From an optimization exercise on the open Yosys and OpenROAD flow, aimed at small area; shortcuts taken in it are not production practice.
Only simulation tests tie the RTL to the original design; equivalence was not proved.

Design LeNet_C1_layer, start of the top module:
module LeNet_C1_layer(
	input	wire		i_sclk,
	input	wire		i_rstn,
	input	wire		i_vsync,
	input	wire		i_hsync,
	input	wire		i_valid,
	input	wire		i_tdata,
	input	wire[5:0]	i_W_en,
	input	wire[7:0]	i_Weight_1,
	input	wire[7:0]	i_Weight_2,
	input	wire[7:0]	i_Weight_3,
	input	wire[7:0]	i_Weight_4,
	input	wire[7:0]	i_Weight_5,
	input	wire[7:0]	i_Weight_6,
	input	wire[4:0]	i_W_addr,
	input	wire[7:0]	i_Bias_1,
	input	wire[7:0]	i_Bias_2,
	input	wire[7:0]	i_Bias_3,
	input	wire[7:0]	i_Bias_4,
	input	wire[7:0]	i_Bias_5,
	input	wire[7:0]	i_Bias_6,
	output	reg 		o_hsync,
	output	reg 		o_valid,
	output	reg [5:0]	o_tdata
);
wire[7:0]	wt[5:0];
wire[7:0]	bs[5:0];
assign wt[0] = i_Weight_1;
assign wt[1] = i_Weight_2;
assign wt[2] = i_Weight_3;
assign wt[3] = i_Weight_4;
assign wt[4] = i_Weight_5;
assign wt[5] = i_Weight_6;
assign bs[0] = i_Bias_1;
assign bs[1] = i_Bias_2;
assign bs[2] = i_Bias_3;
assign bs[3] = i_Bias_4;
assign bs[4] = i_Bias_5;
assign bs[5] = i_Bias_6;
reg		hs_d1, hs_d2;
reg [2:0]	rows;
always @(posedge i_sclk) begin
	hs_d1 <= i_hsync;
	hs_d2 <= hs_d1;
end
always @(posedge i_sclk)
	if (!i_rstn || i_vsync)		rows <= 3'd0;
	else if (hs_d2 && rows != 3'd5)	rows <= rows + 3'd1;
always @(posedge i_sclk)
	o_hsync <= hs_d2 && (rows > 3'd3);
reg [5:1]	pix_d;
reg [7:1]	val_d;
always @(posedge i_sclk) begin
	pix_d <= {pix_d[4:1], i_tdata};
	val_d <= {val_d[6:1], i_valid};
end
reg [6:4]	res_d;
always @(posedge i_sclk) begin
	res_d[4] <= val_d[3] && val_d[7] && (rows == 3'd5) && i_rstn;
	res_d[5] <= res_d[4];
	res_d[6] <= res_d[5];
	o_valid  <= res_d[6];
end
reg [116:0]	lb;
wire[116:0]	lb_nx;
wire		lb_e = val_d[5];
wire		lb_ne = ~val_d[5];
c1_hold lb_hold[116:0] (.e(lb_e), .ne(lb_ne), .d({lb[115:0], pix_d[5]}), .q(lb), .y(lb_nx));
always @(posedge i_sclk)
	lb <= lb_nx;
reg [1199:0]	wr;	 
genvar g, a;
generate
	for (g = 0; g < 6; g = g + 1) begin: wgt
		for (a = 0; a < 25; a = a + 1) begin: adr
			wire we = i_W_en[g] && i_W_addr == a;
			wire e = i_rstn && we;
			wire ne = i_rstn && !we;
			wire[7:0] nx;
			c1_hold h[7:0] (.e(e), .ne(ne), .d(wt[g]), .q(wr[8*(25*g+a) +: 8]), .y(nx));
			always @(posedge i_sclk)
				wr[8*(25*g+a) +: 8] <= nx;
		end
	end
endgenerate
  ...
Size: ~5700 cells after synthesis, roughly 1300 flip-flops, about 120 I/O pins, about 70000 um^2 of cells after synthesis.
==> flow/config.mk <==
export PLATFORM = sky130hd
export DESIGN_NAME = LeNet_C1_layer
export DESIGN_NICKNAME = LeNet_C1_layer
export VERILOG_FILES = /design/flow/design.v
export SDC_FILE = /design/flow/constraint.sdc
export NUM_CORES = 4
export LEC_CHECK = 0
export CAP_MARGIN = 20
export CORE_MARGIN = 2
export CORE_UTILIZATION = 60
export CTS_CLUSTER_DIAMETER = 100
export CTS_CLUSTER_SIZE = 25
export PLACE_DENSITY = 0.7
export SLEW_MARGIN = 20
export SYNTH_HIERARCHICAL = 1
==> flow/constraint.sdc <==
create_clock -name core_clock -period 6.0 [get_ports {i_sclk}]
set_input_delay 1.2000 -clock core_clock [delete_from_list [all_inputs] [get_ports {i_sclk}]]
set_output_delay 1.2000 -clock core_clock [all_outputs]
set_load 0.01 [all_outputs]
run.sh (not shown) runs the stock make flow with config.mk's settings and CLKGATE_MAP_FILE= SYNTH_SCRIPT=/design/flow/synth_recipe.tcl, a recipe that flattens the netlist after the stock synthesis.
The starting point completed with no timing, DRC or antenna violations.
Change:
==> flow/flow/run.sh (new file) <==
#!/bin/bash
# The standard layout (standard.sh) with two changes: the port buffers use the
# smallest buffer cell, and clock tree synthesis adds no dummy loads and
# clusters up to 25 sinks within 100 um. Each step's full log stays under
# orfs/logs; make's own output goes to standard.log.
set -euo pipefail
export BUFFER_PORTS_ARGS="-buffer_cell sky130_fd_sc_hd__buf_1"
export CTS_ARGS="-sink_clustering_enable -repair_clock_nets -dont_use_dummy_load -sink_clustering_size 25 -sink_clustering_max_diameter 100"
bash standard.sh > standard.log 2>&1
==> flow/standard.sh (new file) <==
#!/bin/bash
# synth_recipe.tcl (not shown) runs the flow's synth.tcl, then flattens the netlist and writes it again
# the make line also repeats each setting of config.mk as NAME=value (left out here)
make -C /OpenROAD-flow-scripts/flow DESIGN_CONFIG=/design/flow/config.mk WORK_HOME=/design/flow/orfs CLKGATE_MAP_FILE= SYNTH_SCRIPT=/design/flow/synth_recipe.tcl "${@:-finish}"
Settings changed: CORE_UTILIZATION 60 to 66, PLACE_DENSITY 0.7 to 0.76.
removed: flow/run.sh
Count of clock-buffer cells in the layout went down by 3.
Synthesized area does not change.
Design area went down by 1.9%.
Change:
Settings changed: CORE_UTILIZATION 66 to 60, PLACE_DENSITY 0.76 to 0.7.
Result: The new run ran to the end with no violations. Worst setup slack degrades by 89 ps. Register-to-register slack degrades by 90 ps. Count of clock-buffer cells in the layout is unchanged.

-- what the ideal ports hide --
How much do the figures lean on ideal ports? The routed layouts below were timed once more, with nothing changed but the port constraints. Step 1 sets driving cells, clkbuf_16 on the clock port and buf_2 on the other inputs (assumed; they add their load-dependent delay and slew). Step 2 adds t to the input delays and takes it off the output delays; t is the mean of the earliest and latest rising clock arrival at the registers after step 1. Input paths then give back, and output paths get back, about the clock's delay inside the block. Slacks: ideal ports / drivers / drivers and shift; pairs: ideal ports / drivers.
run	t (ns)	setup WS [ns]	worst slew at a driven data input, ns
the first run	0.832	0.228 / 0.228 / 0.219	0.18
the second run	0.793	0.200 / 0.200 / 0.200	0.23
the third run	0.797	0.111 / 0.111 / 0.111	0.14
After both steps setup and hold are still met in every run listed. The setup slack of the first run, which loses most, moves by 0.000 ns with the drivers and by -0.009 ns with both steps.
